Background: an optimization exercise with open tools, aiming at small area. Do not read the settings as production practice.
Where RTL was checked, it was by simulation tests only, not by an equivalence proof against the original.
Power figures rest on the tool's default switching activity, not on a simulated workload.

== before ==
==> flow/design.v <==
module button_state (
    input key,             
    input CLOCK_50,
    input rst,             
    output reg[1:0] state  
);
reg en;
reg[15:0] y;           
reg fs, fl;            
wire[15:0] x = y ^ 16'haaaa;
wire z = (x[14:0] == 15'd0);
wire fb = x[15] ^ x[13] ^ x[8] ^ x[0] ^ z;
wire wrap = z & x[15];                   
wire at244 = !y[1] & !y[3] & y[4] & y[6] & !y[15];
wire at12207 = y[0] & y[1] & y[2] & !y[3] & y[4] & !y[5] & !y[6] & !y[7] & !y[12] & !y[13] & !y[15];
always @(posedge CLOCK_50) begin
    en <= !rst & !key;
    y <= en ? ({x[14:0], fb} ^ 16'haaaa) : 16'haaaa;
    fs <= !rst & en & !wrap & (fs | at244);
    fl <= !rst & en & !wrap & (fl | at12207);
    if(rst) state <= 2'b00;
    else state <= en ? 2'b00 : {fl, fs & !fl};
end
endmodule
module Round (
    input CLOCK_50,
    input rst,
    input wire[6:0] keys,
    output reg[7:0] leds,
    output reg[4:0] row,
    output reg[6:0] column
);
wire clk = CLOCK_50;
wire[1:0] s0, s1, s2, s3, s4, s5, s6;
button_state b0(.key(keys[0]), .CLOCK_50(clk), .rst(rst), .state(s0));
button_state b1(.key(keys[1]), .CLOCK_50(clk), .rst(rst), .state(s1));
button_state b2(.key(keys[2]), .CLOCK_50(clk), .rst(rst), .state(s2));
button_state b3(.key(keys[3]), .CLOCK_50(clk), .rst(rst), .state(s3));
button_state b4(.key(keys[4]), .CLOCK_50(clk), .rst(rst), .state(s4));
button_state b5(.key(keys[5]), .CLOCK_50(clk), .rst(rst), .state(s5));
button_state b6(.key(keys[6]), .CLOCK_50(clk), .rst(rst), .state(s6));
reg[12:0] G;
always @(posedge clk) G <= rst ? 13'd0 : G + 13'd1;
reg[1:0] which;
reg act;
always @(posedge clk) begin
    if(rst) begin which <= 0; act <= 0; end
    else if(s0[1]) act <= 0;
    else if(!act) begin
        if(s0[0]) which <= which - 1;
        else if(s1[0]) which <= which + 1;
        else if(s2[0]) act <= 1;
    end
end
wire[3:0] which_en = 4'b0001 << which;
wire en0 = act & (which == 2'd0);
wire en1 = act & (which == 2'd1);
wire en3 = act & (which == 2'd3);
wire A = act & which[1];           
reg[10:0] cg;
reg run, add, sub, clr;
reg[2:0] choice;
wire drive = run ? cg[10] : (add | sub | clr);
wire[10:0] cg_next = run ? cg + 11'd1 : 11'd0;
reg run_n, add_n, sub_n, clr_n;
always @(*) begin
    run_n = run; add_n = add; sub_n = sub; clr_n = clr;
    if(en3 & s5[1]) begin clr_n = 1; run_n = 0; end
    else if(en3 & s6[1]) run_n = 1;
    else if(!run & en3 & s6[0]) begin add_n = 1; sub_n = 0; clr_n = 0; end
    else if(!run & en3 & s5[0]) begin add_n = 0; sub_n = 1; clr_n = 0; end
    else if(run & en3) begin run_n = 1; add_n = 0; sub_n = 0; clr_n = 0; end
    else begin run_n = 0; add_n = 0; sub_n = 0; clr_n = 0; end
end
wire drive_n = run_n ? cg_next[10] : (add_n | sub_n | clr_n);
reg[2:0] choice_n;
always @(*) begin
    choice_n = choice;
    if(!drive & drive_n) begin
        if(run_n) choice_n = choice + 1;
        else if(clr_n) choice_n = 0;
        else if(add_n) choice_n = choice + 1;
        else if(sub_n) choice_n = choice - 1;
    end
end
always @(posedge clk) begin
    if(rst) begin
        cg <= 0; run <= 0; add <= 0; sub <= 0; clr <= 0; choice <= 0;
    end
    else begin
        cg <= cg_next; run <= run_n; add <= add_n; sub <= sub_n; clr <= clr_n;
        choice <= choice_n;
    end
end
wire same = (choice_n == choice);
reg E, P;
reg[2:0] cr, cc;
reg[8:0] sh;
wire[3:0] a = which[0] ? {1'b0, choice} : 4'd8;
wire sha = sh[a];
wire k2s = s2[0], k3s = s3[0];
always @(posedge clk) begin
    if(rst) begin E <= 0; P <= 0; end
    else begin
        E <= (A & same) ? (E ^ s1[1]) : 1'b0;
        P <= A & E & s4[0];
    end
end
always @(posedge clk) begin
    if(rst) sh <= 0;
    else if(A & E & s1[0]) sh[a] <= ~sh[a];
end
always @(posedge clk) begin
    if(rst) begin cr <= 0; cc <= 0; end
    else if(A & E) begin
        if(sha & k3s & (cr > 3'd3)) cr <= 0;
        else if(!sha & k3s & (cc == 3'd6)) cc <= 0;
        else if(sha & k2s & (cr == 3'd0)) cr <= 3'd4;
        else if(!sha & k2s & (cc == 3'd0)) cc <= 3'd6;
        else if(sha & k3s) cr <= cr + 1;
        else if(sha & k2s) cr <= cr - 1;
        else if(!sha & k3s) cc <= cc + 1;
        else if(!sha & k2s) cc <= cc - 1;
    end
    else begin cr <= 0; cc <= 0; end
end
reg[13:0] S;
wire[13:0] S_next = (en1 | (A & E)) ? S + 14'd1 : 14'd0;
always @(posedge clk) S <= rst ? 14'd0 : S_next;
reg[2:0] crow;
always @(posedge clk) begin
    if(rst) crow <= 0;
    else if((which == 2'd1) & S[13] & !S_next[13]) crow <= (crow > 3'd4) ? 3'd0 : crow + 3'd1;
end
reg[2:0] kr, kc;
always @(posedge clk) begin
    if(rst) begin kr <= 0; kc <= 0; end
    else if(G[2:0] == 3'd3) begin
        if(kc == 3'd6) begin
            kc <= 0;
            kr <= (kr == 3'd4) ? 3'd0 : kr + 3'd1;
        end
        else kc <= kc + 3'd1;
    end
end
wire[2:0] j = G[2:0] ^ 3'b100;
reg[279:0] R;
reg[34:0] M;
reg rdone;
reg pend, tm;
reg[2:0] tr, tc, tf;
wire tgl = A & E & P;
wire match_k = (tr == kr) & (tc == kc);
wire[3:0] tc3 = tc + 3'd3 + tf[2];
wire cy = tc3 >= 4'd7;
wire[2:0] tcx = cy ? tc3 - 4'd7 : tc3[2:0];
wire[3:0] tr2 = tr + 3'd2 + cy;
wire[2:0] trx = (tr2 >= 4'd5) ? tr2 - 4'd5 : tr2[2:0];
wire hit0 = pend & match_k & (j == tf);
wire hit140 = pend & (j == (tf ^ 3'b100)) & (trx == kr) & (tcx == kc);
wire hit = hit0 | hit140;
always @(posedge clk) begin
    if(rst) begin rdone <= 0; pend <= 0; end
    else begin
        rdone <= rdone | (G[7] & G[4]);
        if(tgl) pend <= 1;
        else if(hit) pend <= 0;
    end
end
always @(posedge clk) begin
    if(tgl) begin
        tr <= cr; tc <= cc;
        tf <= which[0] ? choice : 3'd0;
        tm <= !which[0];
    end
end
always @(posedge clk) begin
    R <= {rdone & (R[0] ^ (hit0 & !tm)), R[279:141], rdone & (R[140] ^ (hit140 & !tm)), R[139:1]};
    M <= {rdone & (M[0] ^ (hit & tm)), M[34:1]};
end
wire[14:0] rtap = {R[7:0], R[279:273]};
wire[3:0] ridx = {1'b0, choice} + {1'b0, ~j};
wire[7:0] mtap = {M[28], M[29], M[30], M[31], M[32], M[33], M[34], M[0]};
wire dot_v = which[0] ? rtap[ridx] : mtap[j];
wire corr = pend & match_k & (which[0] ? (!tm & (tf == choice)) : tm);
wire[5:0] pcur = cr * 7 + cc;
wire[5:0] k = kr * 7 + kc;
wire dot = A & ((dot_v ^ corr) | (E & (cr == kr) & (cc == kc) & G[12]));
wire[4:0] rowp = dot ? (5'b00001 << kr) : 5'd0;
wire[6:0] colp = dot ? (7'b0000001 << kc) : 7'd0;
always @(*) begin
    leds[7] = A & E & S[12];
    leds[6:4] = en3 ? choice : 3'd0;
    leds[3:0] = act ? which_en : (which_en & {4{G[12]}});
    if(en0) begin
        row = {keys[0], keys[1], keys[2], keys[3], keys[4]};
        column = 7'h7f;
    end
    else if(en1) begin
        row = (crow > 3'd4) ? 5'd0 : (5'b00001 << crow);
        column = (8'b00000001 << S[13:11]);
    end
    else begin
        row = rowp;
        column = colp;
    end
end
endmodule
Settings: LEC_CHECK=0, CAP_MARGIN=20, CORE_MARGIN=2, CORE_UTILIZATION=40, SLEW_MARGIN=20; clock period 20.0 ns.
run.sh (not shown) runs the stock make flow with config.mk's settings and CLKGATE_MAP_FILE= SYNTH_SCRIPT=/design/flow/synth_recipe.tcl, a recipe that flattens the netlist after the stock synthesis.
Here is what was changed in the inputs of after compared with before.
--- a/flow/design.v
+++ b/flow/design.v
@@ -3,22 +3,38 @@
     input CLOCK_50,
     input rst,             
-    output reg[1:0] state  
+    output reg[1:0] state
 );
 reg en;
-reg[15:0] y;           
-reg fs, fl;            
-wire[15:0] x = y ^ 16'haaaa;
-wire z = (x[14:0] == 15'd0);
-wire fb = x[15] ^ x[13] ^ x[8] ^ x[0] ^ z;
-wire wrap = z & x[15];                   
-wire at244 = !y[1] & !y[3] & y[4] & y[6] & !y[15];
-wire at12207 = y[0] & y[1] & y[2] & !y[3] & y[4] & !y[5] & !y[6] & !y[7] & !y[12] & !y[13] & !y[15];
+reg[15:0] count;     
 always @(posedge CLOCK_50) begin
-    en <= !rst & !key;
-    y <= en ? ({x[14:0], fb} ^ 16'haaaa) : 16'haaaa;
-    fs <= !rst & en & !wrap & (fs | at244);
-    fl <= !rst & en & !wrap & (fl | at12207);
-    if(rst) state <= 2'b00;
-    else state <= en ? 2'b00 : {fl, fs & !fl};
+    if(rst)
+        en <= 0;
+    else if(key == 0)
+        en <= 1;
+    else en <= 0;
+end
+always @(posedge CLOCK_50) begin
+    if(rst) begin
+        count <= 0;
+        state <= 2'b00;
+    end
+    else if(!en) begin
+        if(count > 16'd12207) begin      
+            state <= 2'b10;
+            count <= 0;
+        end
+        else if(count > 16'd244) begin    
+            state <= 2'b01;
+            count <= 0;
+        end
+        else begin
+            count <= 0;
+            state <= 2'b00;
+        end 
+    end
+    else begin
+        count <= count + 1;
+        state <= 2'b00;
+    end
 end
 endmodule
Lower area occupied by multi-input gates was reported by before, not after. before → after: wire length of the first global-routing pass now larger, number of enable flip-flop cells after synthesis was more or less identical, total power of the final layout went down, area after synthesis up about 5%. Going from before to after, the die area was enlarged. Taking before as the reference, in after final design instance area without fill increased 3.7%, total global routing track utilization up 0.77 points, total clock buffers created by CTS now smaller, first-iteration DRC count rose 31.
Function not checked in before: the RTL went through the layout flow alone.

what the ideal ports hide:
The results above use ideal ports. As a check the final layouts listed here were re-extracted and re-timed, cells and wires unchanged. Step 1 assumes that a clkbuf_16 drives the clock port and a buf_2 every other input. Step 2 moves the port delays by t, midway between the first and last clock arrival at a register: inputs arrive t later, outputs are due t later. That takes back most of the time a late clock gives input paths. Three values: no drivers, after step 1, after step 2; two values: the first two.
run | t (ns) | slack for setup (ns) | hold WS [ns] | worst setup path after step 2 | latest minus earliest clock arrival (ns)
before | 0.618 | 10.486 / 10.463 / 10.463 | 0.322 / 0.322 / 0.322 | input to output | 0.023 / 0.024
after | 0.620 | 10.566 / 10.544 / 10.544 | 0.319 / 0.319 / 0.319 | input to output | 0.020 / 0.020
After both steps setup and hold are still met in every run listed. The setup slack of before, which loses most, moves by -0.023 ns with the drivers and by -0.023 ns with both steps.
